From an optimization exercise on the open Yosys and OpenROAD flow, aimed at small area and a short achievable clock period; shortcuts taken in it are not production practice.
Where RTL was checked, it was by simulation tests only, not by an equivalence proof against the original.
No functional check of the RTL was part of run 4.

### design.v
module fpa_prep (
	input  [26:0] in_A,
	input  [26:0] in_B,
	output [26:0] L,
	output        S_s,
	output [16:0] S_f,
	output [4:0]  d5,
	output        S_z,
	output        a_gt
);
	fpa_diff  df (.in_A(in_A), .in_B(in_B), .a_gt(a_gt), .d5(d5));
	fpa_swap  sw (.in_A(in_A), .in_B(in_B), .a_gt(a_gt), .L(L), .S_s(S_s), .S_f(S_f), .S_z(S_z));
endmodule
module fpa_diff (
	input  [26:0] in_A,
	input  [26:0] in_B,
	output        a_gt,
	output [4:0]  d5
);
	wire [7:0] dAB;
	wire [8:0] dBA;
	fpa_esub es (.eA(in_A[25:18]), .eB(in_B[25:18]), .dAB(dAB), .dBA(dBA));
	fpa_dsel ds (.dAB(dAB), .dBA(dBA), .a_gt(a_gt), .d5(d5));
endmodule
module fpa_esub (
	input  [7:0] eA,
	input  [7:0] eB,
	output [7:0] dAB,
	output [8:0] dBA
);
	assign dAB = eA - eB;
	assign dBA = {1'b0, eB} - {1'b0, eA};
endmodule
module fpa_dsel1 (
	input  [8:0] dBA,
	output       a_gt,
	output [4:0] d5
);
	assign a_gt = dBA[8];
	wire [4:0] nd = ~dBA[4:0] + 5'd1;
	wire big = a_gt ? (dBA < 9'h1eb) : (dBA[7:0] > 8'd21);
	assign d5 = big ? 5'd31 : a_gt ? nd : dBA[4:0];
endmodule
module fpa_dsel (
	input  [7:0] dAB,
	input  [8:0] dBA,
	output       a_gt,
	output [4:0] d5
);
	assign a_gt = dBA[8];
	wire [7:0] d = a_gt ? dAB : dBA[7:0];
	assign d5  = (d > 8'd21) ? 5'd31 : d[4:0];
endmodule
module fpa_swap (
	input  [26:0] in_A,
	input  [26:0] in_B,
	input         a_gt,
	output [26:0] L,
	output        S_s,
	output [16:0] S_f,
	output        S_z
);
	assign L = a_gt ? in_A : in_B;
	wire [26:0] S = a_gt ? in_B : in_A;
	assign S_s = S[26];
	assign S_f = S[17:1];
	assign S_z = (S[25:18] == 8'd0);
endmodule
module fpa_core (
	input  [26:0] L,
	input         L_s,
	input         S_s,
	input         sub,
	input  [16:0] S_f,
	input  [4:0]  d5,
	input         S_z,
	output        sgn,
	output [7:0]  e,
	output [20:0] F,
	output [4:0]  lz,
	output        z
);
	wire [7:0] Le = L[25:18];
	wire [17:0] Lf = {1'b1, L[17:1]};
	wire [17:0] Sf = {1'b1, S_f};
	wire L_z = (L[25:18] == 8'd0);
	wire big = (d5 > 5'd21) | S_z;
	wire [20:0] Lt = L_z ? 21'd0 : {2'b01, L[17:1], L[0] & S_z, 1'b0};
	wire [19:0] Xw = big ? 20'd0 : ({Sf, 2'b00} >> d5);
	reg s;
	integer i;
	always @* begin
		s = 1'b0;
		for (i = 0; i < 18; i = i + 1)
			if ((i + 18 >= d5) && (i + 3 <= d5)) s = s | Sf[i];
	end
	wire st = s & ~big;
	wire [20:0] Ff = Lt + {sub, Xw ^ {20{sub}}} + {20'd0, sub & ~st};
	wire [4:0] lzf = Ff[20] ? 5'd0 : Ff[19] ? 5'd1 : 5'd2;
	wire close = sub & ~S_z & (d5[4:1] == 4'd0);
	wire [19:0] X1 = {1'b0, Lf, 1'b0} - (d5[0] ? {2'b0, Sf} : {1'b0, Sf, 1'b0});
	wire [18:0] X2 = {Sf, 1'b0} - {Lf, 1'b0};
	wire use1 = d5[0] | ~X1[19];
	wire [18:0] R = use1 ? X1[18:0] : X2;
	reg [4:0] lzc;
	always @* begin
		lzc = 5'd19;
		for (i = 0; i < 19; i = i + 1) if (R[i]) lzc = 5'd18 - i;
	end
	assign sgn = (close & ~use1) ? S_s : L_s;
	assign F  = close ? {1'b0, R, 1'b0} : Ff;
	assign lz = close ? lzc + 5'd1 : lzf;
	assign z  = close ? (R == 19'd0) : L_z;
	wire [7:0] ef = Ff[20] ? Le + 8'd1 : Ff[19] ? Le : Le - 8'd1;
	assign e  = close ? Le - {3'b0, lzc} : ef;
endmodule
module fpa_back (
	input         sgn,
	input  [7:0]  e,
	input  [20:0] F,
	input  [4:0]  lz,
	input         z,
	output [26:0] out_Sum
);
	wire [20:0] Fn = F << lz;
	assign out_Sum = z ? 27'd0 : {sgn, e, Fn[19:2]};
endmodule
module fpa_front (
	input  [26:0] in_A,
	input  [26:0] in_B,
	output [35:0] pre
);
	wire [26:0] L;
	wire S_s, S_z;
	wire [16:0] S_f;
	wire [4:0] d5;
	fpa_prep p (.in_A(in_A), .in_B(in_B), .L(L), .S_s(S_s), .S_f(S_f), .d5(d5), .S_z(S_z), .a_gt());
	wire sgn, z;
	wire [7:0] e;
	wire [20:0] F;
	wire [4:0] lz;
	fpa_core c (.L(L), .L_s(L[26]), .S_s(S_s), .sub(L[26] ^ S_s), .S_f(S_f), .d5(d5), .S_z(S_z),
	            .sgn(sgn), .e(e), .F(F), .lz(lz), .z(z));
	assign pre = {sgn, e, F, lz, z};
endmodule
module fpa_norm (
	input  [35:0] pre,
	output [26:0] out_Sum
);
	fpa_back b (.sgn(pre[35]), .e(pre[34:27]), .F(pre[26:6]), .lz(pre[5:1]), .z(pre[0]), .out_Sum(out_Sum));
endmodule
module fp_multi (
	input  [26:0] in_A,
	input  [26:0] in_B,
	output [26:0] out_Prod
);
	wire [35:0] p = {1'b1, in_A[17:1]} * {1'b1, in_B[17:1]};
	wire [8:0] es = in_A[25:18] + in_B[25:18];
	wire [7:0] e = es[7:0] + (p[35] ? 8'd130 : 8'd129);
	wire z = (es < 9'h80) | (in_A[25:18] == 8'd0) | (in_B[25:18] == 8'd0);
	assign out_Prod = z ? 27'd0 : {in_A[26] ^ in_B[26], e, p[35] ? p[34:17] : p[33:16]};
endmodule
module fp_mul_b8 (
	input  [26:0] in_A,
	input  [26:0] in_B,
	input  [19:0] c3,
	output [26:0] out_Prod
);
	wire [17:0] y  = {1'b1, in_A[17:1]};
	wire [17:0] cf = {1'b1, in_B[17:1]};
	wire [18:0] yx = {y, 1'b0};
	reg  [35:0] row [0:5];
	reg  [5:0]  s;
	reg  [19:0] m;
	reg  [3:0]  g;
	integer i;
	always @* begin
		for (i = 0; i < 6; i = i + 1) begin
			g = yx[3*i +: 4];
			s[i] = g[3];
			case (g)
				4'b0001, 4'b0010, 4'b1101, 4'b1110: m = {2'b00, cf};
				4'b0011, 4'b0100, 4'b1011, 4'b1100: m = {1'b0, cf, 1'b0};
				4'b0101, 4'b0110, 4'b1001, 4'b1010: m = c3;
				4'b0111, 4'b1000:                   m = {cf, 2'b00};
				default:                            m = 20'd0;
			endcase
			row[i] = {15'd0, ~s[i], m ^ {20{s[i]}}} << (3 * i);
		end
	end
	wire [35:0] negs = {15'd0, s[5], 2'b00, s[4], 2'b00, s[3], 2'b00, s[2], 2'b00, s[1], 2'b00, s[0]};
	localparam [35:0] K = 36'h0 - 36'h924900000;    
	wire [35:0] p = row[0] + row[1] + row[2] + row[3] + row[4] + row[5] + {cf, 18'd0} + negs + K;
	wire [8:0] es = in_A[25:18] + in_B[25:18];
	wire [7:0] e = es[7:0] + (p[35] ? 8'd130 : 8'd129);
	wire z = (es < 9'h80) | (in_A[25:18] == 8'd0) | (in_B[25:18] == 8'd0);
	assign out_Prod = z ? 27'd0 : {in_A[26] ^ in_B[26], e, p[35] ? p[34:17] : p[33:16]};
endmodule
module fpm_out #(parameter [7:0] ce = 8'd0) (
	input  [26:0] in_A,
	input  [35:0] p,
	output [26:0] out_Prod
);
	wire [8:0] es = in_A[25:18] + ce;
	wire [7:0] e = es[7:0] + (p[35] ? 8'd130 : 8'd129);
	wire z = (es < 9'h80) | (in_A[25:18] == 8'd0);
	assign out_Prod = z ? 27'd0 : {in_A[26], e, p[35] ? p[34:17] : p[33:16]};
endmodule
module fp_mul_c1 (input [26:0] in_A, output [26:0] out_Prod);
	wire [17:0] x = {1'b1, in_A[17:1]};
	wire [35:0] p = {x, 18'd0} - {x, 15'd0} + {x, 13'd0} - {x, 10'd0} - {x, 8'd0} - {x, 6'd0} - {x, 4'd0};
	fpm_out #(8'd117) o (.in_A(in_A), .p(p), .out_Prod(out_Prod));
endmodule
module fp_mul_c2 (input [26:0] in_A, output [26:0] out_Prod);
	wire [17:0] x = {1'b1, in_A[17:1]};
	wire [35:0] p = {x, 18'd0} - {x, 16'd0} - {x, 14'd0} - {x, 12'd0} + {x, 10'd0} + {x, 2'd0};
	fpm_out #(8'd121) o (.in_A(in_A), .p(p), .out_Prod(out_Prod));
endmodule
module fp_mul_c3 (input [26:0] in_A, output [26:0] out_Prod);
	wire [17:0] x = {1'b1, in_A[17:1]};
	wire [35:0] p = {x, 18'd0} - {x, 14'd0} + {x, 12'd0} + {x, 10'd0} + {x, 8'd0} - {x, 6'd0} - {18'd0, x};
	fpm_out #(8'd125) o (.in_A(in_A), .p(p), .out_Prod(out_Prod));
endmodule
module jh_efield(
	input rst,
	input clock,
	input [26:0] r,				 
	input [26:0] V_right,				 
	input [26:0] V_left,					 
	input [26:0] V_top,		 
	input [26:0] V_bottom,	 
	output [26:0] fdtd_result
);
	wire [8:0] tb_dBA = {1'b0, V_bottom[25:18]} - {1'b0, V_top[25:18]};
	wire [8:0] rl_dBA = {1'b0, V_left[25:18]} - {1'b0, V_right[25:18]};
	reg [26:0] s0_top, s0_bot, s0_rgt, s0_lft;
	reg [8:0]  s0_tb_dBA, s0_rl_dBA;
	always @(posedge clock) begin
		s0_top <= V_top; s0_bot <= V_bottom;
		s0_rgt <= V_right; s0_lft <= V_left;
		s0_tb_dBA <= tb_dBA;
		s0_rl_dBA <= rl_dBA;
	end
	wire       s0_tb_gt, s0_rl_gt;
	wire [4:0] s0_tb_d5, s0_rl_d5;
	fpa_dsel1 ds12 (.dBA(s0_tb_dBA), .a_gt(s0_tb_gt), .d5(s0_tb_d5));
	fpa_dsel1 ds3 (.dBA(s0_rl_dBA), .a_gt(s0_rl_gt), .d5(s0_rl_d5));
	wire        s0_tb_Ss, s0_tb_Sz, s0_rl_Ss, s0_rl_Sz;
	wire [26:0] s0_tb_L, s0_rl_L;
	wire [16:0] s0_tb_Sf, s0_rl_Sf;
	fpa_swap swap12 (.in_A(s0_top), .in_B(s0_bot), .a_gt(s0_tb_gt), .L(s0_tb_L), .S_s(s0_tb_Ss),
	                 .S_f(s0_tb_Sf), .S_z(s0_tb_Sz));
	fpa_swap swap3 (.in_A(s0_rgt), .in_B(s0_lft), .a_gt(s0_rl_gt), .L(s0_rl_L), .S_s(s0_rl_Ss),
	                .S_f(s0_rl_Sf), .S_z(s0_rl_Sz));
	reg  [26:1] r_q1, c1r_q2;
	reg  [19:0] c3_q2;
	wire [26:0] c1r;
	fp_mul_c1 mul0 (.in_A({r_q1, 1'b0}), .out_Prod(c1r));
	wire [17:0] c1f = {1'b1, c1r[17:1]};
	always @(posedge clock) begin
		r_q1 <= r[26:1];
		c1r_q2 <= c1r[26:1];
		c3_q2 <= {2'b00, c1f} + {1'b0, c1f, 1'b0};
	end
	wire sub2 = s0_tb_L[26] ^ s0_tb_Ss;
	wire dL_s = s0_tb_L[26] ^ ~(sub2 | s0_tb_gt);
	wire dS_s = s0_tb_Ss ^ ~(sub2 | ~s0_tb_gt);
	wire top_s = s0_tb_gt ? s0_tb_L[26] : s0_tb_Ss;
	wire        a_sgn, a_z, d_sgn, d_z;
	wire [7:0]  a_e, d_e;
	wire [20:0] a_F, d_F;
	wire [4:0]  a_lz, d_lz;
	fpa_core c_add (.L(s0_tb_L), .L_s(top_s), .S_s(s0_tb_Ss), .sub(1'b0), .S_f(s0_tb_Sf),
	                .d5(s0_tb_d5), .S_z(s0_tb_Sz), .sgn(a_sgn), .e(a_e), .F(a_F), .lz(a_lz), .z(a_z));
	fpa_core c_dif (.L(s0_tb_L), .L_s(sub2 ? s0_tb_L[26] : dL_s), .S_s(sub2 ? s0_tb_Ss : dS_s),
	                .sub(1'b1), .S_f(s0_tb_Sf),
	                .d5(s0_tb_d5), .S_z(s0_tb_Sz), .sgn(d_sgn), .e(d_e), .F(d_F), .lz(d_lz), .z(d_z));
	wire [26:0] tb_sum = a_z ? 27'd0 : {a_sgn, a_e, a_F[20] ? a_F[19:2] : a_F[18:1]};
	wire [26:0] tb_dif;
	fpa_back b_dif (.sgn(d_sgn), .e(d_e), .F(d_F), .lz(d_lz), .z(d_z), .out_Sum(tb_dif));
	wire [26:0] out1 = sub2 ? tb_sum : tb_dif;
	wire [26:0] out2 = sub2 ? tb_dif : tb_sum;
	wire        rl_sgn, rl_z;
	wire [7:0]  rl_e;
	wire [20:0] rl_F;
	wire [4:0]  rl_lz;
	fpa_core c3 (.L(s0_rl_L), .L_s(s0_rl_L[26]), .S_s(s0_rl_Ss), .sub(s0_rl_L[26] ^ s0_rl_Ss),
	             .S_f(s0_rl_Sf), .d5(s0_rl_d5), .S_z(s0_rl_Sz),
	             .sgn(rl_sgn), .e(rl_e), .F(rl_F), .lz(rl_lz), .z(rl_z));
	wire [26:0] out3;
	fpa_back b3 (.sgn(rl_sgn), .e(rl_e), .F(rl_F), .lz(rl_lz), .z(rl_z), .out_Sum(out3));
	reg [26:1] s1_t1, s1_t2, s1_t3;
	always @(posedge clock) begin
		s1_t1 <= out1[26:1];
		s1_t2 <= out2[26:1];
		s1_t3 <= out3[26:1];
	end
	wire [26:0] out4, out5, out6;
	fp_mul_b8 mul1 (.in_A({s1_t1, 1'b0}), .in_B({c1r_q2, 1'b0}), .c3(c3_q2), .out_Prod(out4));
	fp_mul_c2 mul2 (.in_A({s1_t2, 1'b0}), .out_Prod(out5));
	fp_mul_c3 mul3 (.in_A({s1_t3, 1'b0}), .out_Prod(out6));
	reg [26:0] s2_p4, s2_p5, s2_p6;
	always @(posedge clock) begin
		s2_p4 <= out4;
		s2_p5 <= out5;
		s2_p6 <= out6;
	end
	wire [35:0] pre5;
	fpa_front add5 (.in_A(s2_p5), .in_B(s2_p4), .pre(pre5));
	reg [35:0] s3_pre5;
	reg [26:0] s3_p6;
	always @(posedge clock) begin
		s3_pre5 <= pre5;
		s3_p6 <= s2_p6;
	end
	wire [26:0] out7;
	fpa_norm n5 (.pre(s3_pre5), .out_Sum(out7));
	wire [7:0] e7 = s3_pre5[0] ? 8'd0 : s3_pre5[34:27];
	wire [7:0] a6_dAB;
	wire [8:0] a6_dBA;
	fpa_esub es6 (.eA(s3_p6[25:18]), .eB(e7), .dAB(a6_dAB), .dBA(a6_dBA));
	wire       a6_gt;
	wire [4:0] a6_d5;
	fpa_dsel ds6 (.dAB(a6_dAB), .dBA(a6_dBA), .a_gt(a6_gt), .d5(a6_d5));
	wire        a6_Ss, a6_Sz;
	wire [26:0] a6_L;
	wire [16:0] a6_Sf;
	fpa_swap swap6 (.in_A(s3_p6), .in_B(out7), .a_gt(a6_gt), .L(a6_L), .S_s(a6_Ss),
	                .S_f(a6_Sf), .S_z(a6_Sz));
	wire        a6_sgn, a6_z;
	wire [7:0]  a6_e;
	wire [20:0] a6_F;
	wire [4:0]  a6_lz;
	fpa_core c6 (.L(a6_L), .L_s(a6_L[26]), .S_s(a6_Ss), .sub(a6_L[26] ^ a6_Ss), .S_f(a6_Sf),
	             .d5(a6_d5), .S_z(a6_Sz), .sgn(a6_sgn), .e(a6_e), .F(a6_F), .lz(a6_lz), .z(a6_z));
	reg [35:0] s4_pre6;
	always @(posedge clock) s4_pre6 <= {a6_sgn, a6_e, a6_F, a6_lz, a6_z};
	fpa_norm n6 (.pre(s4_pre6), .out_Sum(fdtd_result));
endmodule
### flow/run.sh
#!/bin/bash
# Layout flow: the standard flow (standard.sh) with two changes:
# - synthesis does not map adders onto the library's full/half-adder cells
#   (ADDER_MAP_FILE left empty), so ABC maps and times that logic with the rest;
# - timing repair (floorplan, CTS and global-route steps) aims for 11 ns of
#   setup slack instead of 0 (SETUP_SLACK_MARGIN), so that it works on the
#   paths that set the period the design achieves. The clock period and the
#   constraints are the design's, unchanged.
set -euo pipefail
cd "$(dirname "$0")/.."
export ADDER_MAP_FILE=
export SETUP_SLACK_MARGIN=11
bash standard.sh > standard.log 2>&1
### standard.sh
#!/bin/bash
# synth_recipe.tcl (not shown) runs the flow's synth.tcl, then flattens the netlist and writes it again
# the make line also repeats each setting of config.mk as NAME=value (left out here)
make -C /OpenROAD-flow-scripts/flow DESIGN_CONFIG=/design/flow/config.mk WORK_HOME=/design/flow/orfs CLKGATE_MAP_FILE= SYNTH_SCRIPT=/design/flow/synth_recipe.tcl "${@:-finish}"
### config.mk
export PLATFORM = sky130hd
export DESIGN_NAME = jh_efield
export DESIGN_NICKNAME = jh_efield
export VERILOG_FILES = /design/flow/design.v
export SDC_FILE = /design/flow/constraint.sdc
export NUM_CORES = 4
export LEC_CHECK = 0
export ABC_AREA = 1
export CAP_MARGIN = 20
export CORE_MARGIN = 2
export CORE_UTILIZATION = 50
export CTS_CLUSTER_DIAMETER = 100
export CTS_CLUSTER_SIZE = 30
export PLACE_DENSITY = 0.8
export SLEW_MARGIN = 20
### constraint.sdc
create_clock -name core_clock -period 17.0 [get_ports {clock}]
set_input_delay 3.4000 -clock core_clock [delete_from_list [all_inputs] [get_ports {clock}]]
set_output_delay 3.4000 -clock core_clock [all_outputs]
set_load 0.01 [all_outputs]
==> metrics.csv, run 1 <==
stage,metric,value,unit
global_route,largest net degree at the start of global routing,64,
finish,FILL cells,13225,
floorplan,Die Span Y,362.7,µm
cts,Max clock buf depth,3,
setup_path,crit path from,s4_pre6[1],
route,DR vias,77298,
global_route,vias in the first global route,65915,
cts,post-cts hold buffer count,0,
route,vias per cell,5.517,
route,drt pass-1 iters,9,
setup_path,Crit Path Class,reg -> out,
timing,Slew headroom,20.43,%
floorplan,core area,127700,µm²
timing,Final setup viols,0,
cts,"Reg clk slew, reported paths",0.10,ns
synthesis,Mean Syn Cell Area,5.264,µm²
placed_design,dpl hpwl,167000,µm
finish,Final Net Count,12469,
cts,clock root cell,clkbuf_16,
route,final WL,215300,µm
cts,CTS tree,yes,
setup_path,"critical path fanouts, max",8,
cts,CTS Buf Count,28,
setup_path,WP data required,13.60,ns
floorplan,DIE WIDTH,362.7,µm
finish,synth-to-layout area growth,11.36,%
synthesis,"flops & latches, synth",453,
synthesis,yosys warns,4,
finish,share of layout cells above drive strength 1,8.883,%
route,detailed-route DRC error count,0,
worst_hold_path,worst hold path startpoint,s2_p6[1],
route,DRT iter0 DRCs,8745,
timing,RSZ-0062 raised after global routing,yes,
synthesis,unique cell type count in the Yosys netlist,88,
floorplan,die area,131600,µm²
synthesis,"EDFF count, synth",0,
cts,H-tree levels,1,
setup_path,worst reg2reg setup slack,11.25,ns
timing,final period utilization,34.59,%
synthesis,"top cells by area, synth","nand2_1, dfxtp_1, inv_1",
synthesis,"Top FF cell, synth",dfxtp_1,
timing,Fin Setup TNS,0,ns
finish,# diodes,0,
setup_path,CP Capture Type,primary output,
timing,f_max,0.1701,GHz
route,Final ANT Viol Nets,0,
global_route,grt total ovfl,0,
status,outcome,no timing/DRC/antenna violations,
synthesis,Synth Net Count,12360,
timing,Max Slew Vio Count,0,
finish,Non-Filler Instances,14011,
cts,Worst-Skew Late Latency,0.69,ns
floorplan,I/O pins,164,
global_route,first-pass GRT wire length,333000,µm
worst_hold_path,Hold Path Class,reg -> reg,
floorplan,initial core utilization,50.40,%
placed_design,gp weighted congestion,1.049,
timing,skew final,0.06931,ns
floorplan,row count,131,
synthesis,Synth top area share,24.06,%
timing,Worst-Margin Slew,1.183,ns
global_route,antenna violations before repair,2,
route,Routed WL per cell,15.36,µm
finish,final core occ,56.12,%
setup_path,reg2reg start,s0_tb_dBA[8],
synthesis,Synth async-reset ratio,0,%
timing,"Hold Vio Cnt, Final",0,
timing,min Tclk post-route,5.880,ns
synthesis,Synth area leader,nand2_1,
synthesis,Syn Inst Count,12223,
placed_design,placed cell count,13762,
synthesis,"Seq/Total Area, Yosys",14.09,%
setup_path,startpoint types,flip-flop,
job,Max Cap Viol,0,
synthesis,Netlist Area Pre-Place,64350,µm²
global_route,total track usage,30.22,%
cts,# clock sinks,453,
timing,worst hold margin,0.3290,ns
setup_path,Crit path arrival time,2.48,ns
placed_design,I/O Buffers,161,
==> sequential cells by signal, summed over array words and instances (netlist names), 25 cells and up <==
register	cells
s2_p6	27
s0_rgt	27
s1_t3	26
s1_t2	26
s2_p4	27
s3_pre5	35
r_q1	26
s1_t1	26
s0_lft	27
s0_top	27
s2_p5	27
s0_bot	27
c1r_q2	25
s3_p6	27
s4_pre6	35
==> routing by layer <==
layer | up-vias | track usage [%] | part of all wire (%) | wire length (µm)
met4 | 2 | 10.06 | 3.9 | 8423
met2 | 3582 | 48.12 | 43 | 92660
met1 | 33761 | 41.69 | 44 | 94010
li1 | 39328 | - | - | -
met3 | 625 | 4.232 | 9.4 | 20170
met5 | - | 0 | 0.0051 | 11
==> metrics by stage <==
| step | instance area [µm²] | worst slack [ns] |
|---|---|---|
| 3_3_place_gp | 66670 | 9.041 |
| 4_1_cts | 68590 | 11.00 |
| 2_1_floorplan | 64350 | 11.93 |
| 5_1_grt | 71660 | 10.85 |
| 6_report | 71660 | 11.12 |
| 3_5_place_dp | 66670 | 8.995 |
==> Yosys cell counts (all sizes together) (75+ instances only) <==
cell type  instances
dfxtp            453
o22ai            113
buf              163
a21oi            450
or2              150
xor2             518
nand2           4210
nor2            1339
nand3            956
o21ai           1022
clkbuf           156
nand4            171
inv             1720
a31oi             75
xnor2            136
nor3              95
==> worst max-delay path, cell delays in order, from the launching register on <==
cell	delay [ns]
dfxtp_4	0.40
clkinvlp_4	0.15
buf_4	0.17
nand2_1	0.05
nand2_1	0.07
o21ai_0	0.25
nand2_1	0.08
nand2_1	0.08
o21ai_0	0.07
clkdlybuf4s50_1	0.48
==> path summary, 6_finish.rpt <==
check / cells past startpoint / to
min: 0 / s3_p6[1]
max: 9 / fdtd_result[11]
min reg2reg: 0 / s3_p6[1]
max reg2reg: 36 / s1_t1[2]
==> cell families after synthesis <==
group                      count (synthesis)  synth area share, %
and+or+nand+nor                         7036                46.13
xor gates and xnor gates                 658                9.055
muxes                                     14               0.2217
buffers and inverters                   2064                12.75
AOI/OAI and AO/OA                       1982                17.50
adders and majority gates                 16               0.2508
DFF                                      453                14.09
==> cell usage in the layout (no fill, tap or decap), drive strengths merged, types with 23 or more instances in the layout <==
master         synthesis  routed
o21bai                23      23
nor3                  95      95
o21ai               1022    1022
a21boi                40      40
clkdlybuf4s50          0     148
or2                  150     150
buf                  163     189
a31oi                 75      75
o22ai                113     113
xor2                 518     518
dfxtp                453     453
a21o                  28      28
clkinv                25      26
a21oi                450     450
nor4                  37      37
nor2                1339    1342
o221ai                24      24
nand3                956     967
nand3b                41      41
inv                 1720    1723
clkbuf               156      36
nand4                171     171
xnor2                136     136
nand2               4210    4228
a221oi                62      62
o211ai                33      33
==> repair_timing <==
action | CTS | global route
gates resized for setup | 154 | 543
cloned | 18 | 30
endpoints found under the setup margin | 174 | 194
hold endpoints to repair | 0 | 0
pin swaps | 15 | 88
setup buffers | 29 | 125
==> layout make-up <==
cell class / instances / area [µm²] / share of cell area (%)
Timing Repair inverter: 9 / 58.81 / 0.08207
Timing Repair Buffer: 357 / 3431 / 4.788
Clock inverter: 17 / 319.1 / 0.4453
Clock buffer: 30 / 718.2 / 1.002
Inverter: 1745 / 6715 / 9.371
Sequential cell: 453 / 9160 / 12.78
Multi-Input combinational cell: 9738 / 49180 / 68.63
Tap cell: 1662 / 2079 / 2.902
==> inputs of run 2 (changes only) <==
--- a/config.mk
+++ b/config.mk
@@ -11,5 +11,5 @@
 export CORE_UTILIZATION = 50
 export CTS_CLUSTER_DIAMETER = 100
 export CTS_CLUSTER_SIZE = 30
-export PLACE_DENSITY = 0.8
+export PLACE_DENSITY = 0.9
 export SLEW_MARGIN = 20
==> metrics.csv, run 2 <==
stage,metric,value,unit,change
timing,PnR worst setup slack,11.06,ns,-0.05960 ns
finish,Non-Filler Instances,13980,,-0.22%
setup_path,reg2reg start,s0_tb_dBA[8],,
route,DRT iter0 DRCs,9646,,+10%
finish,# diodes,0,,unchanged
setup_path,Crit Path Class,reg -> out,,
timing,RSZ-0062 raised after global routing,yes,,
synthesis,Synth Net Count,12360,,unchanged
global_route,total track usage,30.08,%,-0.14 points
synthesis,Netlist Area Pre-Place,64350,µm²,unchanged
cts,"Reg clk slew, reported paths",0.11,ns,about the same
floorplan,DIE WIDTH,362.7,µm,unchanged
job,Max Cap Viol,0,,unchanged
synthesis,most frequent cell after synthesis,nand2_1,,
timing,Slew headroom,20.77,%,+0.33 points
setup_path,WP data required,13.60,ns,about the same
finish,final core occ,55.62,%,-0.50 points
cts,CTS tree,yes,,
synthesis,Synth area leader,nand2_1,,
route,drt pass-1 iters,12,,+3
synthesis,"Seq/Total Area, Yosys",14.09,%,unchanged
cts,post-cts hold buffer count,0,,unchanged
route,detailed-route DRC error count,0,,unchanged
placed_design,"Cell Area, Placed",66640,µm²,about the same
worst_hold_path,worst hold path startpoint,s2_p6[13],,
cts,CTS Buf Count,25,,-11%
finish,"Design Area, Final",71020,µm²,-0.89%
floorplan,Die Span Y,362.7,µm,unchanged
synthesis,Synth async-reset ratio,0,%,unchanged
global_route,largest net degree at the start of global routing,81,,+27%
synthesis,yosys warns,4,,unchanged
cts,Worst-Skew Late Latency,0.65,ns,-0.04 ns
setup_path,"critical path fanouts, max",10,,+2
synthesis,"Top FF cell, synth",dfxtp_1,,
cts,Max clock buf depth,3,,unchanged
timing,worst hold margin,0.3255,ns,-0.003423 ns
synthesis,unique cell type count in the Yosys netlist,88,,unchanged
finish,synth-to-layout area growth,10.37,%,
synthesis,"flops & latches, synth",453,,unchanged
setup_path,crit path from,s4_pre6[1],,
global_route,vias in the first global route,67237,,+2.0%
route,Routed WL per cell,15.35,µm,-0.11%
timing,Worst-Margin Slew,1.176,ns,-0.007306 ns
timing,Max Slew Vio Count,0,,unchanged
cts,# clock sinks,453,,unchanged
floorplan,I/O pins,164,,unchanged
floorplan,initial core utilization,50.40,%,unchanged
route,DR vias,78624,,+1.7%
placed_design,I/O Buffers,161,,unchanged
synthesis,Synth top area share,24.06,%,unchanged
placed_design,dpl ws,9.083,ns,+0.08804 ns
timing,Final setup viols,0,,unchanged
timing,final period utilization,34.94,%,+0.35 points
setup_path,Crit path arrival time,2.54,ns,+0.06 ns
finish,"most common cell after layout, fill and taps aside",nand2_1,,
timing,min Tclk post-route,5.940,ns,+0.05960 ns
finish,most frequent cells in the layout,"nand2_1, inv_1, nor2_1",,
global_route,antenna violations before repair,0,,-2
cts,clock root cell,clkbuf_16,,
synthesis,"EDFF count, synth",0,,unchanged
synthesis,Mean Syn Cell Area,5.264,µm²,unchanged
finish,Largest regs,"s3_pre5: 35 flops, s4_pre6: 35 flops",,
setup_path,worst reg2reg setup slack,11.15,ns,-0.10 ns
finish,share of layout cells above drive strength 1,8.086,%,-0.80 points
floorplan,die area,131600,µm²,unchanged
placed_design,gp weighted congestion,1.083,,+3.2%
synthesis,"top cells by area, synth","nand2_1, dfxtp_1, inv_1",,
timing,skew final,0.02458,ns,-0.04473 ns
placed_design,dpl hpwl,165700,µm,-0.80%
finish,Final Net Count,12443,,-0.21%
synthesis,commonest cells in the netlist,"nand2_1, inv_1, nor2_1",,
timing,"Hold Vio Cnt, Final",0,,unchanged
status,outcome,no timing/DRC/antenna violations,,
cts,H-tree levels,1,,unchanged
worst_hold_path,Hold Path Class,reg -> reg,,
floorplan,core area,127700,µm²,unchanged
route,vias per cell,5.624,,+1.9%
timing,Fin Setup TNS,0,ns,unchanged
route,Final ANT Viol Nets,0,,unchanged
synthesis,Syn Inst Count,12223,,unchanged
setup_path,startpoint types,flip-flop,,
placed_design,placed cell count,13758,,-0.029%
floorplan,row count,131,,unchanged
route,final WL,214500,µm,-0.33%
timing,f_max,0.1684,GHz,-1.0%
setup_path,CP Capture Type,primary output,,
global_route,grt total ovfl,0,,unchanged
global_route,first-pass GRT wire length,332800,µm,about the same
==> run 2: cell counts after synthesis <==
Identical to the previous run, type by type.
==> run 2: cell type report <==
cell class / count / area (µm²)
multi-input cells: 9731 / 48880
inverters: 1745 / 6715
repair buffers: 343 / 3258
clock inverters: 14 / 276.5
clock buffers: 25 / 625.6
flip-flops and latches: 453 / 9143
repair inverters: 7 / 45.04
fillers: 12537 / 56670
well taps: 1662 / 2079
==> run 2: metal layers <==
layer / up-vias / track usage [%] / routed length [µm] / share of wire (%)
li1: 39284 / - / - / -
met1: 34211 / 40.52 / 88750 / 41
met2: 4384 / 48.66 / 92240 / 43
met3: 745 / 4.262 / 23870 / 11
met4: 0 / 10.91 / 9686 / 4.5
met5: - / 0 / 0 / 0
==> run 2: path summary, 6_finish.rpt <==
check	depth (start not counted)	to
setup reg to reg	39	s1_t1[4]
hold / removal	0	s3_p6[13]
hold reg to reg	0	s3_p6[13]
setup / recovery	8	fdtd_result[13]
==> run 2: cell families after synthesis <==
| logic type | Yosys count | share of synthesized area, % |
|---|---|---|
| xor gates and xnor gates | 658 | 9.055 |
| adders and majority gates | 16 | 0.2508 |
| muxes | 14 | 0.2217 |
| AOI/OAI and AO/OA | 1982 | 17.50 |
| buffers and inverters | 2064 | 12.75 |
| and+or+nand+nor | 7036 | 46.13 |
| DFF | 453 | 14.09 |
==> run 2: timing repair <==
action,in CTS,in global routing
resized for setup,117,495
hold endpoints to repair,0,0
setup endpoints to repair,168,197
pin swaps,15,77
setup buffers,30,115
gates cloned,19,19
==> run 2: worst max-delay path, stage by stage (launching register included) <==
cell	delay, ns
dfxtp_4	0.42
buf_4	0.20
nand2_1	0.07
nand2_1	0.09
o21ai_0	0.09
inv_1	0.09
o21ai_0	0.11
o21ai_0	0.23
clkdlybuf4s50_1	0.58
==> inputs of run 3 (changes only) <==
--- a/config.mk
+++ b/config.mk
@@ -11,5 +11,5 @@
 export CORE_UTILIZATION = 50
 export CTS_CLUSTER_DIAMETER = 100
 export CTS_CLUSTER_SIZE = 30
-export PLACE_DENSITY = 0.9
+export PLACE_DENSITY = 0.85
 export SLEW_MARGIN = 20
==> metrics.csv, run 3 <==
stage,metric,value,unit,change
status,outcome,no timing/DRC/antenna violations,,
synthesis,most frequent cell after synthesis,nand2_1,,
placed_design,I/O Buffers,161,,unchanged
setup_path,WP data required,13.60,ns,about the same
synthesis,Synth Net Count,12360,,unchanged
route,final WL,217200,µm,+1.2%
finish,synth-to-layout area growth,11.21,%,
setup_path,Critical Path Most Common Cell,nor2_1,,
floorplan,I/O pins,164,,unchanged
global_route,total track usage,30.38,%,+0.29 points
timing,Slew headroom,19.43,%,-1.3 points
route,Routed WL per cell,15.49,µm,+0.90%
global_route,first-pass GRT wire length,335500,µm,+0.81%
setup_path,CP endpoint,fdtd_result[3],,
finish,"most common cell after layout, fill and taps aside",nand2_1,,
timing,worst hold margin,0.3337,ns,+0.008134 ns
setup_path,reg2reg start,s2_p4[23],,
timing,skew final,0.03046,ns,+0.005883 ns
cts,Worst-Skew Late Latency,0.68,ns,+0.03 ns
floorplan,DIE WIDTH,362.7,µm,unchanged
route,detailed-route DRC error count,0,,unchanged
cts,H-tree levels,1,,unchanged
setup_path,largest stage delay on the critical path,0.38,ns,-0.20 ns
floorplan,core area,127700,µm²,unchanged
setup_path,worst path cell trace,buf_8 > clkinvlp_4 > buf_6 > nand2_1 > nand3_1 > o21ai_2 > nor2_1 > a31oi_1 > buf_4 > nor2_1 > dlygate4sd2_1,,
global_route,largest net degree at the start of global routing,82,,+1.2%
finish,"Design Area, Final",71560,µm²,+0.76%
cts,Max clock buf depth,3,,unchanged
cts,CTS tree,yes,,
cts,clock root cell,clkbuf_16,,
synthesis,Mean Syn Cell Area,5.264,µm²,unchanged
cts,post-cts hold buffer count,0,,unchanged
setup_path,crit path from,s4_pre6[1],,
timing,Worst-Margin Slew,1.196,ns,+0.01991 ns
setup_path,Crit path arrival time,2.56,ns,+0.02 ns
finish,share of layout cells above drive strength 1,8.770,%,+0.68 points
global_route,vias in the first global route,67055,,-0.27%
route,DRT iter0 DRCs,9387,,-2.7%
finish,Largest regs,"s3_pre5: 35 flops, s4_pre6: 35 flops",,
synthesis,commonest cells in the netlist,"nand2_1, inv_1, nor2_1",,
setup_path,CP max stage cell,dfxtp_4,,
setup_path,CP Capture Type,primary output,,
timing,Final setup viols,0,,unchanged
finish,most frequent cells in the layout,"nand2_1, inv_1, nor2_1",,
job,Max Cap Viol,0,,unchanged
global_route,grt total ovfl,0,,unchanged
timing,RSZ-0062 raised after global routing,yes,,
synthesis,unique cell type count in the Yosys netlist,88,,unchanged
timing,f_max,0.1679,GHz,-0.27%
floorplan,Die Span Y,362.7,µm,unchanged
finish,Final Net Count,12482,,+0.31%
synthesis,yosys warns,4,,unchanged
placed_design,gp weighted congestion,1.056,,-2.5%
synthesis,Synth area leader,nand2_1,,
synthesis,"EDFF count, synth",0,,unchanged
route,Final ANT Viol Nets,0,,unchanged
setup_path,Crit Path Class,reg -> out,,
route,vias per cell,5.594,,-0.53%
route,drt pass-1 iters,12,,unchanged
floorplan,row count,131,,unchanged
setup_path,"critical path fanouts, max",10,,unchanged
floorplan,die area,131600,µm²,unchanged
placed_design,"Cell Area, Placed",66740,µm²,+0.15%
synthesis,"Top FF cell, synth",dfxtp_1,,
setup_path,FF-to-FF path depth,41,,+5.1%
synthesis,"top cells by area, synth","nand2_1, dfxtp_1, inv_1",,
floorplan,initial core utilization,50.40,%,unchanged
synthesis,"Seq/Total Area, Yosys",14.09,%,unchanged
cts,# clock sinks,453,,unchanged
synthesis,Syn Inst Count,12223,,unchanged
placed_design,dpl hpwl,167500,µm,+1.1%
timing,final period utilization,35.03,%,+0.095 points
timing,min Tclk post-route,5.956,ns,+0.01610 ns
cts,"Reg clk slew, reported paths",0.10,ns,about the same
synthesis,"flops & latches, synth",453,,unchanged
route,DR vias,78457,,-0.21%
setup_path,startpoint types,flip-flop,,
global_route,antenna violations before repair,2,,+2
timing,"Hold Vio Cnt, Final",0,,unchanged
synthesis,Synth async-reset ratio,0,%,unchanged
timing,Fin Setup TNS,0,ns,unchanged
synthesis,Netlist Area Pre-Place,64350,µm²,unchanged
cts,CTS Buf Count,27,,+8.0%
worst_hold_path,Hold Path Class,reg -> reg,,
finish,final core occ,56.05,%,+0.43 points
setup_path,RR Endpoint,s3_pre5[34],,
setup_path,worst reg2reg setup slack,11.25,ns,+0.10 ns
synthesis,Synth top area share,24.06,%,unchanged
timing,Max Slew Vio Count,0,,unchanged
[run 3: cell types whose count changed in the layout (fill, tap and decap cells not counted), sizes merged, moves of 3 or more]
| cell | delta |
|---|---|
| inv | -6 |
| clkinvlp | +5 |
| clkinv | +9 |
| clkdlybuf4s50 | -9 |
| buf | +32 |
| clkdlybuf4s15 | +3 |
| dlygate4sd2 | +8 |
[run 3: worst min-delay path by stage]
| stage | start | end | slack (ns) | cells past startpoint |
|---|---|---|---|---|
| finish | s2_p6[2] | s3_p6[2] | 0.33 | 0 |
| global route | s2_p6[14] | s3_p6[14] | 0.34 | 0 |
| CTS | s2_p6[9] | s3_p6[9] | 0.33 | 0 |
| detailed placement | s2_p6[20] | s3_p6[20] | 0.31 | 0 |
| global placement | s2_p6[19] | s3_p6[19] | 0.31 | 0 |
| floorplan | s2_p6[0] | s3_p6[0] | 0.31 | 0 |
[run 3: final cells by class]
| cell class | instances | area [µm²] |
|---|---|---|
| multi-input combinational | 9734 | 48960 |
| clock buffer | 27 | 675.6 |
| inverter | 1745 | 6733 |
| clock inverter | 18 | 342.8 |
| timing repair buffer | 374 | 3548 |
| antenna | 1 | 2.502 |
| sequential | 453 | 9155 |
| tap | 1662 | 2079 |
| timing repair inverter | 10 | 61.31 |
| fill | 12921 | 56120 |
[run 3: per-layer routing]
| metal | track usage, % | wire (µm) | vias to the layer above |
|---|---|---|---|
| met5 | 0 | 0 | - |
| met4 | 11.80 | 11290 | 0 |
| met3 | 4.158 | 22380 | 854 |
| met2 | 48.73 | 92620 | 4141 |
| met1 | 41.03 | 90880 | 34119 |
| li1 | - | - | 39343 |
[run 3: cells by family after synthesis]
family | synth area share (%)
AO/OA/AOI/OAI | 17.50
adder cells (fa/ha/maj) | 0.2508
multiplexers | 0.2217
AND/OR/NAND/NOR | 46.13
flip-flops | 14.09
XOR/XNOR | 9.055
buffers and inverters | 12.75
[run 3: per-stage QoR]
stage               setup slack (ns)  cells
floorplan                      11.93  12223
global placement               9.794  13770
detailed placement             9.763  13771
CTS                            10.96  13856
global route                   10.85  14024
finish                         11.04  14024
[run 3: worst max-delay path: cells and delay by family, from the launching register on]
| kind | cells | cell delay (ns) |
|---|---|---|
| buffers and inverters | 5 | 0.93 |
| DFF | 1 | 0.38 |
| AOI/OAI and AO/OA | 2 | 0.33 |
| and+or+nand+nor | 4 | 0.24 |
[run 3: what timing repair did]
item | CTS | global route
pin swaps | 11 | 79
cloned | 16 | 28
endpoints found under the setup margin | 166 | 192
buffers inserted | 24 | 139
gates resized for setup | 106 | 563
==> inputs of run 4 (changes only) <==
--- a/design.v
+++ b/design.v
@@ -141,13 +141,14 @@
 	wire [4:0] lz;
 	fpa_core c (.L(L), .L_s(L[26]), .S_s(S_s), .sub(L[26] ^ S_s), .S_f(S_f), .d5(d5), .S_z(S_z),
 	            .sgn(sgn), .e(e), .F(F), .lz(lz), .z(z));
-	assign pre = {sgn, e, F, lz, z};
+	assign pre = {sgn & ~z, z ? 8'd0 : e, F, lz, z};
 endmodule
 module fpa_norm (
 	input  [35:0] pre,
 	output [26:0] out_Sum
 );
-	fpa_back b (.sgn(pre[35]), .e(pre[34:27]), .F(pre[26:6]), .lz(pre[5:1]), .z(pre[0]), .out_Sum(out_Sum));
+	wire [20:0] Fn = pre[26:6] << pre[5:1];
+	assign out_Sum = {pre[35:27], Fn[19:2]};
 endmodule
 module fp_multi (
 	input  [26:0] in_A,
@@ -315,7 +316,7 @@
 	end
 	wire [26:0] out7;
 	fpa_norm n5 (.pre(s3_pre5), .out_Sum(out7));
-	wire [7:0] e7 = s3_pre5[0] ? 8'd0 : s3_pre5[34:27];
+	wire [7:0] e7 = s3_pre5[34:27];
 	wire [7:0] a6_dAB;
 	wire [8:0] a6_dBA;
 	fpa_esub es6 (.eA(s3_p6[25:18]), .eB(e7), .dAB(a6_dAB), .dBA(a6_dBA));
@@ -334,6 +335,6 @@
 	fpa_core c6 (.L(a6_L), .L_s(a6_L[26]), .S_s(a6_Ss), .sub(a6_L[26] ^ a6_Ss), .S_f(a6_Sf),
 	             .d5(a6_d5), .S_z(a6_Sz), .sgn(a6_sgn), .e(a6_e), .F(a6_F), .lz(a6_lz), .z(a6_z));
 	reg [35:0] s4_pre6;
-	always @(posedge clock) s4_pre6 <= {a6_sgn, a6_e, a6_F, a6_lz, a6_z};
+	always @(posedge clock) s4_pre6 <= {a6_sgn & ~a6_z, a6_z ? 8'd0 : a6_e, a6_F, a6_lz, a6_z};
 	fpa_norm n6 (.pre(s4_pre6), .out_Sum(fdtd_result));
 endmodule
==> metrics.csv, run 4 <==
stage,metric,value,unit,change
global_route,largest net degree at the start of global routing,80,,-2.4%
route,drt pass-1 iters,10,,-2
route,detailed-route DRC error count,0,,unchanged
setup_path,Crit Path Class,reg -> out,,
synthesis,yosys warns,4,,unchanged
timing,Fin Setup TNS,0,ns,unchanged
synthesis,most frequent cell after synthesis,nand2_1,,
global_route,antenna violations before repair,0,,-2
floorplan,initial core utilization,50.26,%,-0.14 points
timing,min Tclk post-route,5.959,ns,+0.003100 ns
finish,"most common cell after layout, fill and taps aside",nand2_1,,
route,final WL,214000,µm,-1.5%
status,outcome,no timing/DRC/antenna violations,,
finish,final core occ,55.93,%,-0.12 points
setup_path,largest stage delay on the critical path,0.56,ns,+0.18 ns
setup_path,Critical Path Most Common Cell,nand2_1,,
timing,worst hold margin,0.3249,ns,-0.008741 ns
placed_design,dpl hpwl,164000,µm,-2.1%
cts,# clock sinks,451,,-0.44%
route,WL met2,92610,µm,about the same
cts,"Reg clk slew, reported paths",0.11,ns,about the same
timing,PnR worst setup slack,11.04,ns,-0.003100 ns
cts,clock root cell,clkbuf_16,,
route,DR WL met3,21790,µm,-2.6%
finish,Largest regs,"s3_pre5: 34 flops, s4_pre6: 34 flops",,
route,DRT iter0 DRCs,8305,,-12%
setup_path,startpoint types,flip-flop,,
floorplan,DIE WIDTH,361.6,µm,-0.33%
synthesis,commonest cells in the netlist,"nand2_1, inv_1, nor2_1",,
synthesis,"EDFF count, synth",0,,unchanged
placed_design,gp weighted congestion,1.043,,-1.2%
timing,"Hold Vio Cnt, Final",0,,unchanged
global_route,vias in the first global route,66356,,-1.0%
synthesis,Syn Inst Count,12028,,-1.6%
timing,skew final,0.03201,ns,+0.001549 ns
setup_path,WP data required,13.60,ns,about the same
setup_path,Crit path arrival time,2.56,ns,about the same
global_route,total track usage,30.33,%,-0.046 points
floorplan,Die Span Y,361.6,µm,-0.33%
synthesis,Mean Syn Cell Area,5.314,µm²,+0.95%
placed_design,I/O Buffers,161,,unchanged
synthesis,Synth async-reset ratio,0,%,unchanged
global_route,first-pass GRT wire length,333100,µm,-0.71%
route,DR vias,76831,,-2.1%
cts,CTS Buf Count,30,,+11%
timing,final period utilization,35.05,%,about the same
setup_path,"delay-heaviest family, CP",buffers and inverters,,
timing,RSZ-0062 raised after global routing,yes,,
floorplan,core area,127200,µm²,-0.39%
setup_path,"critical path fanouts, max",8,,-2
route,DR top layer,met4,,
timing,Slew headroom,28.26,%,+8.8 points
synthesis,"top cells by area, synth","nand2_1, dfxtp_1, inv_1",,
job,Max Cap Viol,0,,unchanged
setup_path,CP Capture Type,primary output,,
cts,H-tree levels,1,,unchanged
timing,Max Slew Vio Count,0,,unchanged
synthesis,Netlist Area Pre-Place,63920,µm²,-0.66%
synthesis,"Seq/Total Area, Yosys",14.12,%,+0.031 points
finish,# diodes,0,,-1
setup_path,crit path from,s4_pre6[1],,
cts,Worst-Skew Late Latency,0.69,ns,about the same
synthesis,Synth Net Count,12165,,-1.6%
setup_path,Bufs and invs on worst path,3,,-2
floorplan,die area,130700,µm²,-0.65%
cts,post-cts hold buffer count,0,,unchanged
setup_path,reg2reg start,s3_pre5[27],,
timing,Worst-Margin Slew,1.065,ns,-0.1312 ns
worst_hold_path,Hold Path Class,reg -> reg,,
synthesis,"flops & latches, synth",451,,-0.44%
cts,CTS tree,yes,,
finish,synth-to-layout area growth,11.29,%,about the same
finish,Final Net Count,12288,,-1.6%
setup_path,worst path cell trace,buf_4 > nand2_1 > nand2_1 > inv_1 > nand2_1 > o21ai_0 > nand2_1 > nand2_1 > o211ai_1 > clkdlybuf4s50_1,,
floorplan,row count,131,,unchanged
synthesis,unique cell type count in the Yosys netlist,93,,+5.7%
global_route,grt total ovfl,0,,unchanged
floorplan,I/O pins,164,,unchanged
cts,Max clock buf depth,3,,unchanged
finish,most frequent cells in the layout,"nand2_1, inv_1, nor2_1",,
worst_hold_path,worst hold path startpoint,s2_p6[5],,
timing,f_max,0.1678,GHz,about the same
route,Routed WL per cell,15.47,µm,-0.12%
placed_design,dpl ws,9.400,ns,-0.3628 ns
finish,FILL cells,12881,,-0.31%
setup_path,CP max stage cell,clkdlybuf4s50_1,,
route,Post-Route M1 WL,89680,µm,-1.3%
route,vias per cell,5.554,,-0.73%
timing,Final setup viols,0,,unchanged
finish,share of layout cells above drive strength 1,9.259,%,+0.49 points
route,Final ANT Viol Nets,0,,unchanged
synthesis,"Top FF cell, synth",dfxtp_1,,
synthesis,Synth area leader,nand2_1,,
synthesis,Synth top area share,23.51,%,-0.56 points
[run 4: cell type report]
type	count	area, µm²	share of cell area, %
repair buffers	366	3618	5.087
repair inverters	10	67.56	0.09498
clock buffers	30	750.7	1.055
multi-input cells	9559	48360	67.98
clock inverters	23	456.7	0.6420
well taps	1662	2079	2.923
flip-flops and latches	451	9126	12.83
inverters	1733	6676	9.385
[run 4: worst paths after layout]
check        slack (ns)  cells past startpoint              end
max               11.04                     10  fdtd_result[17]
min                0.32                      0         s3_p6[5]
max reg2reg       11.15                     35      s4_pre6[34]
min reg2reg        0.32                      0         s3_p6[5]
[run 4: repair_timing]
item	CTS	global route
pin swaps	14	97
setup buffers	28	129
setup endpoints to repair	149	198
gates resized for setup	125	507
gates cloned	20	29
[run 4: logic make-up (layout without fill, tap and decap cells)]
family	Yosys count	count (layout)	share of synthesized area, %
compound gates	1970	1971	17.72
xor+xnor	655	655	9.041
fa+ha+maj	20	20	0.3151
buf+inv	2046	2162	13.07
flops	451	451	14.12
mux	15	15	0.2349
simple gates	6871	6898	45.49
[run 4: routing by layer]
| metal | track usage [%] | up-vias |
|---|---|---|
| met1 | 40.58 | 33592 |
| met5 | 0 | - |
| li1 | - | 38755 |
| met3 | 4.466 | 631 |
| met4 | 11.94 | 0 |
| met2 | 48.85 | 3853 |
[run 4: metrics by stage]
step / instance area (µm²) / std cells
floorplan: 63920 / 12028
global placement: 66060 / 13575
detailed placement: 66060 / 13575
CTS: 68170 / 13676
global route: 71140 / 13834
finish: 71140 / 13834

-- port drivers added, routing unchanged --
Ports are ideal in the flow. The routed layouts listed here were re-timed in OpenROAD.
Step 1 (the two cells are an assumption about what drives the block):
set clk [get_ports {clock}]
set_driving_cell -lib_cell sky130_fd_sc_hd__clkbuf_16 $clk
set_driving_cell -lib_cell sky130_fd_sc_hd__buf_2 [delete_from_list [all_inputs] $clk]
Step 2 moves the port delays by t, midway between the first and last clock arrival at a register: inputs arrive t later, outputs are due t later. That takes back most of the time a late clock gives input paths.
a / b / c = ideal / step 1 / step 2; a / b = the first two.
run | t, ns | setup WS [ns] | hold WS [ns] | worst data-port slew with drivers (ns) | cell pins on the clock port's net
run 1 | 0.740 | 11.120 / 11.035 / 11.248 | 0.329 / 0.329 / 0.329 | 0.09 | 1
run 2 | 0.708 | 11.060 / 10.988 / 11.151 | 0.326 / 0.326 / 0.326 | 0.06 | 1
run 3 | 0.730 | 11.044 / 10.973 / 11.254 | 0.334 / 0.334 / 0.334 | 0.08 | 1
run 4 | 0.755 | 11.041 / 10.968 / 11.153 | 0.325 / 0.325 / 0.325 | 0.06 | 1
After both steps setup and hold are still met in every run listed.
